Context: an optimization exercise on an open-source flow, tuned for a short achievable clock period and few clock cycles. The choices shown serve that exercise and are no tape-out recipe. Where RTL was checked, it was by simulation tests only, not by an equivalence proof against the original. Power is estimated from default activity; no workload was simulated.

==> try-yarrow <==
Design processor, start of the top module:
module processor (
  input  wire        clk,
  input  wire        reset,
  output wire [10:0] imem_addr,
  input  wire [17:0] imem_data,
  output wire [9:0]  dmem_addr,
  output wire        dmem_we,
  output wire [17:0] dmem_wdata,
  input  wire [17:0] dmem_rdata,
  output wire        halted
);
Settings: LEC_CHECK=0, CAP_MARGIN=20, CORE_MARGIN=2, CORE_UTILIZATION=40, PLACE_DENSITY=0.6, SETUP_SLACK_MARGIN=3.3, SLEW_MARGIN=20, SYNTH_HIERARCHICAL=1; clock period 5.0 ns.
standard.sh (not shown) runs the stock make flow with config.mk's settings and CLKGATE_MAP_FILE= SYNTH_SCRIPT=/design/flow/synth_recipe.tcl, a recipe that flattens the netlist after the stock synthesis.
==> flow/flow/run.sh <==
#!/bin/bash
set -euo pipefail
export BUFFER_PORTS_ARGS="-buffer_cell sky130_fd_sc_hd__buf_4"
bash standard.sh > standard.log 2>&1
==> try-amber (differences from try-yarrow) <==
Settings changed: CORE_UTILIZATION 40 to 50, PLACE_DENSITY 0.6 to 0.65, SETUP_SLACK_MARGIN 3.3 to 3.0.
==> comparison table <==
Crit share post-route: try-yarrow 0.469; try-amber 0.499
Total of plain and repair buffers excluding clock buffers: try-yarrow 416; try-amber 367
Final cell area excluding filler cells: try-yarrow 0.0393 mm²; try-amber 0.0379 mm²
Fraction of area in multi-input gates: try-yarrow 0.409; try-amber 0.417
Die outline width: try-yarrow 273 µm; try-amber 245 µm
Final WS setup: try-yarrow 2660 ps; try-amber 2500 ps
Power density relative to cell area: try-yarrow 358 mW/mm²; try-amber 367 mW/mm²
Overall global routing resource usage: try-yarrow 0.292; try-amber 0.333
Net total in the final layout: try-yarrow 2889; try-amber 2837
WL final: try-yarrow 116000 µm; try-amber 112000 µm
Portion of total power attributed to the clock network: try-yarrow 0.307; try-amber 0.311
Clock-pin slew reported for the worst setup and hold paths after clock tree synthesis: try-yarrow 60 ps; try-amber 70 ps
Number of setup buffers added after CTS: try-yarrow 206; try-amber 165
Combinational cell power: try-yarrow 3.92 mW; try-amber 3.75 mW
Die area: try-yarrow 0.0745 mm²; try-amber 0.0598 mm²
Placeable Area: try-yarrow 0.0715 mm²; try-amber 0.0575 mm²
Max Clock Skew: try-yarrow 32.3 ps; try-amber 30.3 ps
Total power draw: try-yarrow 14.1 mW; try-amber 13.9 mW
Overall die height: try-yarrow 273 µm; try-amber 245 µm
Initial core utilization: try-yarrow 0.405; try-amber 0.503
Arrival time reported for the critical path endpoint: try-yarrow 2920 ps; try-amber 3050 ps
Run status: try-yarrow finished clean; try-amber finished clean
Top routing layer used: try-yarrow met5; try-amber met4
Worst Max-Slew Pin Slew: try-yarrow 982 ps; try-amber 1150 ps
Portion of the layout cell area used by clock cells: try-yarrow 0.0480; try-amber 0.0503
Worst-case vdd ir drop: try-yarrow 293 µV; try-amber 306 µV
Routed wl met3: try-yarrow 11700 µm; try-amber 12400 µm
Testbench counts of try-yarrow, summed over its fixed seeds: cycles 28,464.
Testbench counts of try-amber, summed over its fixed seeds: cycles 28,464.

========
==> v2 <==
Another version of the RTL of processor (not shown whole).
Design processor, start of the top module:
module processor (
  input  wire        clk,
  input  wire        reset,
  output wire [10:0] imem_addr,
  input  wire [17:0] imem_data,
  output wire [9:0]  dmem_addr,
  output wire        dmem_we,
  output wire [17:0] dmem_wdata,
  input  wire [17:0] dmem_rdata,
  output wire        halted
);
export LEC_CHECK = 0
export CAP_MARGIN = 20
export CORE_MARGIN = 2
export CORE_UTILIZATION = 40
export PLACE_DENSITY = 0.6
export SETUP_SLACK_MARGIN = 3.0
export SLEW_MARGIN = 20
export SYNTH_HIERARCHICAL = 1
create_clock -name core_clock -period 5.0 [get_ports {clk}]
Scripts as last shown in full above: flow/flow/run.sh
==> inputs of v20, as changes to v2 <==
--- a/flow/design.v
+++ b/flow/design.v
@@ -98,12 +98,14 @@
   wire        bt_hit = bt_h0 | bt_h1;
   wire [10:0] bt_nx  = bt_h0 ? bt_tg[0] : bt_tg[1];
   wire [10:0] pc_seq = bt_hit ? bt_nx : pc_f_inc;
   wire        rdy  = ~e_rep & vd;
   wire [2:0]  s_tn, s_rn, s_sn;
-  br_dec u_bd (.op(op), .off(off), .e_cmp(e_cmp), .lt_q(lt_q), .gt_q(gt_q),
-               .rdy(rdy), .p_d(p_d), .e_rep(e_rep), .tn(s_tn), .rn(s_rn), .sn(s_sn));
+  wire [2:0]  f_oh = {lt_q, ~lt_q & ~gt_q, gt_q};
+  wire [8:0]  w_oc = e_cmp ? 9'b100_010_001 : {3{f_oh}};
+  br_dec u_bd (.op(op), .off(off), .w(w_oc), .a(rdy & ~p_d), .b(rdy & p_d),
+               .e_rep(e_rep), .tn(s_tn), .rn(s_rn), .sn(s_sn));
   wire        sel_t, sel_r, sel_s;
   br_sel u_bs (.a(x1), .b(x2), .tn(s_tn), .rn(s_rn), .sn(s_sn),
                .c_lt(c_lt), .c_gt(c_gt), .sel_t(sel_t), .sel_r(sel_r), .sel_s(sel_s));
   wire [10:0] pc_nx;
   pc_ao u_pc (.clr(reset), .sel_t(sel_t), .sel_r(sel_r), .sel_s(sel_s), .sel_e(e_rep),
@@ -250,33 +252,65 @@
         assign s[j] = a[j] ^ (&a[j-1:0]);
       end
     end
   endgenerate
 endmodule
+module br_op (
+  input  wire [3:0] op,
+  output wire       m_lt,
+  output wire       m_eq,
+  output wire       m_gt
+);
+  wire jmp = (op == 4'b0111);
+  assign m_lt = jmp | (op == 4'b1101) | (op == 4'b1111);
+  assign m_eq = jmp | (op == 4'b1011) | (op == 4'b1110) | (op == 4'b1111);
+  assign m_gt = jmp | (op == 4'b1100) | (op == 4'b1110);
+endmodule
 module br_dec (
   input  wire [3:0]  op,
   input  wire [10:0] off,
-  input  wire        e_cmp,
-  input  wire        lt_q,
-  input  wire        gt_q,
-  input  wire        rdy,
-  input  wire        p_d,
+  input  wire [8:0]  w,
+  input  wire        a,
+  input  wire        b,
   input  wire        e_rep,
   output wire [2:0]  tn,
   output wire [2:0]  rn,
   output wire [2:0]  sn
 );
-  wire       far   = (off != 11'd1);
-  wire       jmp   = (op == 4'b0111);
-  wire       tk_lt = far & (jmp | (op == 4'b1101) | (op == 4'b1111));
-  wire       tk_eq = far & (jmp | (op == 4'b1011) | (op == 4'b1110) | (op == 4'b1111));
-  wire       tk_gt = far & (jmp | (op == 4'b1100) | (op == 4'b1110));
-  wire       tk_f  = lt_q ? tk_lt : (gt_q ? tk_gt : tk_eq);
-  wire [2:0] tkx   = e_cmp ? {tk_lt, tk_eq, tk_gt} : {3{tk_f}};
-  assign tn = ~({3{rdy & ~p_d}} & tkx);                         
-  assign rn = ~({3{rdy & p_d}} & ~tkx);                         
-  assign sn = ~({3{~e_rep}} & ~({3{rdy}} & (tkx ^ {3{p_d}})));  
+  wire m_lt, m_eq, m_gt;
+  br_op u_op (.op(op), .m_lt(m_lt), .m_eq(m_eq), .m_gt(m_gt));
+  wire n1, n2, n3, n4, n5, n6, n7, n8, n9, n10, n11, n12;
+  wire n13, n14, n15, n16, n17, n18, n19, n20;
+  g_inv u1 (.a(off[0]), .y(n1));
+  g_nor3 u2 (.a(off[10]), .b(off[9]), .c(off[8]), .y(n2));
+  g_nor3 u3 (.a(off[7]), .b(off[6]), .c(off[5]), .y(n3));
+  g_nor3 u4 (.a(off[4]), .b(off[3]), .c(off[2]), .y(n4));
+  g_nor2 u5 (.a(off[1]), .b(n1), .y(n5));
+  g_nand4 u6 (.a(n2), .b(n3), .c(n4), .d(n5), .y(n6));
+  g_and4 u7 (.a(n2), .b(n3), .c(n4), .d(n5), .y(n7));
+  g_inv u8 (.a(e_rep), .y(n8));
+  g_a222oi u9 (.a1(w[2]), .a2(m_lt), .b1(w[1]), .b2(m_eq), .c1(w[0]), .c2(m_gt), .y(n9));
+  g_nand3b u10 (.an(n9), .b(a), .c(n6), .y(n10));
+  g_o21ai u11 (.a1(n7), .a2(n9), .b1(b), .y(n11));
+  g_nand3 u12 (.a(n8), .b(n10), .c(n11), .y(n12));
+  g_a222oi u13 (.a1(w[5]), .a2(m_lt), .b1(w[4]), .b2(m_eq), .c1(w[3]), .c2(m_gt), .y(n13));
+  g_nand3b u14 (.an(n13), .b(a), .c(n6), .y(n14));
+  g_o21ai u15 (.a1(n7), .a2(n13), .b1(b), .y(n15));
+  g_nand3 u16 (.a(n8), .b(n14), .c(n15), .y(n16));
+  g_a222oi u17 (.a1(w[8]), .a2(m_lt), .b1(w[7]), .b2(m_eq), .c1(w[6]), .c2(m_gt), .y(n17));
+  g_nand3b u18 (.an(n17), .b(a), .c(n6), .y(n18));
+  g_o21ai u19 (.a1(n7), .a2(n17), .b1(b), .y(n19));
+  g_nand3 u20 (.a(n8), .b(n18), .c(n19), .y(n20));
+  assign tn[0] = n10;
+  assign rn[0] = n11;
+  assign sn[0] = n12;
+  assign tn[1] = n14;
+  assign rn[1] = n15;
+  assign sn[1] = n16;
+  assign tn[2] = n18;
+  assign rn[2] = n19;
+  assign sn[2] = n20;
 endmodule
 module eff_ao (
   input  wire [15:0]  sel_wl,
   input  wire [15:0]  sel_wa,
   input  wire [15:0]  sel_rf,
@@ -2808,10 +2842,19 @@
   assign y = ~((a1 & a2) | (b1 & b2));
 endmodule
 module g_nand3 (input wire a, b, c, output wire y);
   assign y = ~(a & b & c);
 endmodule
+module g_nand3b (input wire an, b, c, output wire y);
+  assign y = ~(~an & b & c);
+endmodule
+module g_and4 (input wire a, b, c, d, output wire y);
+  assign y = a & b & c & d;
+endmodule
+module g_a222oi (input wire a1, a2, b1, b2, c1, c2, output wire y);
+  assign y = ~((a1 & a2) | (b1 & b2) | (c1 & c2));
+endmodule
 module g_nand4 (input wire a, b, c, d, output wire y);
   assign y = ~(a & b & c & d);
 endmodule
 module g_nor3 (input wire a, b, c, output wire y);
   assign y = ~(a | b | c);
==> impl_metrics.prom <==
# TYPE chip_impl_metric gauge
chip_impl_metric{name="timing.critical_path.required",unit="ns"} 5.53
chip_impl_metric{name="fillers",unit=""} 8270
chip_impl_metric{name="finalCritPeriodShare",unit="%"} 49.8
chip_impl_metric{name="detail_route.vias_per_cell",unit=""} 6.42
chip_impl_metric{name="routedWlPerCell",unit="um"} 31.9
chip_impl_info{name="run_status",value="finished clean"} 1
chip_impl_metric{name="flop_pwr_share",unit="%"} 39.3
chip_impl_metric{name="seqCellArea",unit="mm2"} 0.0158
[end of results for v20]
==> impl_metrics.prom <==
# TYPE chip_impl_metric gauge
chip_impl_metric{name="seqCellArea",unit="mm2"} 0.0157
chip_impl_metric{name="finalCritPeriodShare",unit="%"} 49.1
chip_impl_metric{name="timing.critical_path.required",unit="ns"} 5.52
chip_impl_metric{name="fillers",unit=""} 8246
chip_impl_info{name="run_status",value="finished clean"} 1
[end of results for v2]
Testbench counts of v2, summed over its fixed seeds: cycles 28,464.
Function not checked in v20: the RTL went through the layout flow alone.

========
==> inputs of job 2900 <==
processor with an RTL version that a note above also has.
export LEC_CHECK = 0
export CAP_MARGIN = 20
export CORE_MARGIN = 2
export CORE_UTILIZATION = 40
export PLACE_DENSITY = 0.6
export SETUP_SLACK_MARGIN = 3.0
export SLEW_MARGIN = 20
export SYNTH_HIERARCHICAL = 1
create_clock -name core_clock -period 5.0 [get_ports {clk}]
Scripts as last shown in full above: flow/flow/run.sh
==> job 2968: changes against job 2900 <==
- SETUP_SLACK_MARGIN: 3.0 -> 2.8
==> job 7680: changes against job 2900 <==
- PLACE_DENSITY: 0.6 -> 0.7
==> notes.md <==
# TYPE chip_impl_metric gauge
chip_impl_info{name="run_status",value="complete, no violations"} 1
chip_impl_metric{name="timing.reg2reg.worst_path_depth",unit=""} 11
chip_impl_metric{name="final.fill_count",unit=""} 5749
chip_impl_metric{name="detailed_place.area",unit="sq mm"} 0.0305
chip_impl_metric{name="multi_input_comb_area",unit="sq mm"} 0.0156
chip_impl_info{name="hp-class",value="in2async"} 1
chip_impl_metric{name="route.met2.wl",unit="um"} 47900
chip_impl_metric{name="number_of_global_route_vias_before_repair",unit=""} 23600
(the above is from job 7680)
==> notes.md <==
# TYPE chip_impl_metric gauge
chip_impl_metric{name="final.fill_count",unit=""} 6229
chip_impl_metric{name="power.density",unit="mW/mm^2"} 380
chip_impl_metric{name="number_of_global_route_vias_before_repair",unit=""} 22700
chip_impl_info{name="run_status",value="complete, no violations"} 1
chip_impl_info{name="crit_chain",value="buf_4, inv_1, nand2_2, nor2_2, buf_4, a22oi_2, nand4_1, o21ai_2, nand3_1"} 1
chip_impl_metric{name="vias",unit=""} 22500
chip_impl_info{name="hp-class",value="reg2reg"} 1
chip_impl_metric{name="detailed_place.area",unit="sq mm"} 0.0305
chip_impl_metric{name="synth.mux.area_fraction",unit="%"} 1.91
(the above is from job 2968)
==> notes.md <==
# TYPE chip_impl_metric gauge
chip_impl_metric{name="timing.reg2reg.worst_path_depth",unit=""} 9
chip_impl_metric{name="multi_input_comb_area",unit="sq mm"} 0.0153
chip_impl_metric{name="number_of_global_route_vias_before_repair",unit=""} 22700
chip_impl_metric{name="detailed_place.area",unit="sq mm"} 0.0305
chip_impl_metric{name="route.met2.wl",unit="um"} 51100
chip_impl_info{name="hp-class",value="reg2reg"} 1
chip_impl_info{name="run_status",value="complete, no violations"} 1
(the above is from job 2900)
Testbench counts of job 2900, summed over its fixed seeds: cycles 28,464.
Testbench counts of job 2968, summed over its fixed seeds: cycles 28,464.
Testbench counts of job 7680, summed over its fixed seeds: cycles 28,464.

==> what the ideal ports hide <==
How much do the figures lean on ideal ports? The routed layouts below were timed once more, with nothing changed but the port constraints. Step 1 sets driving cells, clkbuf_16 on the clock port and buf_2 on the other inputs (assumed; they add their load-dependent delay and slew). Step 2, shift: input delay + t, output delay - t, t = (earliest + latest rising clock arrival at the registers) / 2. This alone moves slack from input paths to output paths. Three values: ideal ports, drivers, drivers and shift; two values: the first two.
| run | t, ns | slack for setup (ns) | hold WS [ns] | worst setup path at the end | worst register clock-pin slew, ns |
|---|---|---|---|---|---|
| try-yarrow | 0.706 | 2.655 / 2.590 / 1.884 | 0.403 / 0.365 / 0.404 | input to register | 0.07 / 0.07 |
| try-amber | 0.694 | 2.503 / 2.519 / 1.826 | 0.378 / 0.337 / 0.404 | input to register | 0.07 / 0.07 |
| v2 | 0.705 | 2.545 / 2.564 / 1.859 | 0.358 / 0.358 / 0.358 | input to register | 0.07 / 0.07 |
| v20 | 0.712 | 2.510 / 2.508 / 1.796 | 0.339 / 0.339 / 0.339 | input to register | 0.07 / 0.07 |
| job 2900 | 0.697 | 2.678 / 2.537 / 1.840 | 0.403 / 0.403 / 0.403 | input to register | 0.07 / 0.07 |
| job 2968 | 0.692 | 2.649 / 2.681 / 1.998 | 0.398 / 0.398 / 0.398 | input to register | 0.07 / 0.07 |
| job 7680 | 0.676 | 2.590 / 2.601 / 1.925 | 0.376 / 0.337 / 0.408 | input to register | 0.08 / 0.08 |
After both steps every run listed still meets setup and hold. The setup slack of job 2900, which loses most, moves by -0.141 ns with the drivers and by -0.838 ns with both steps.
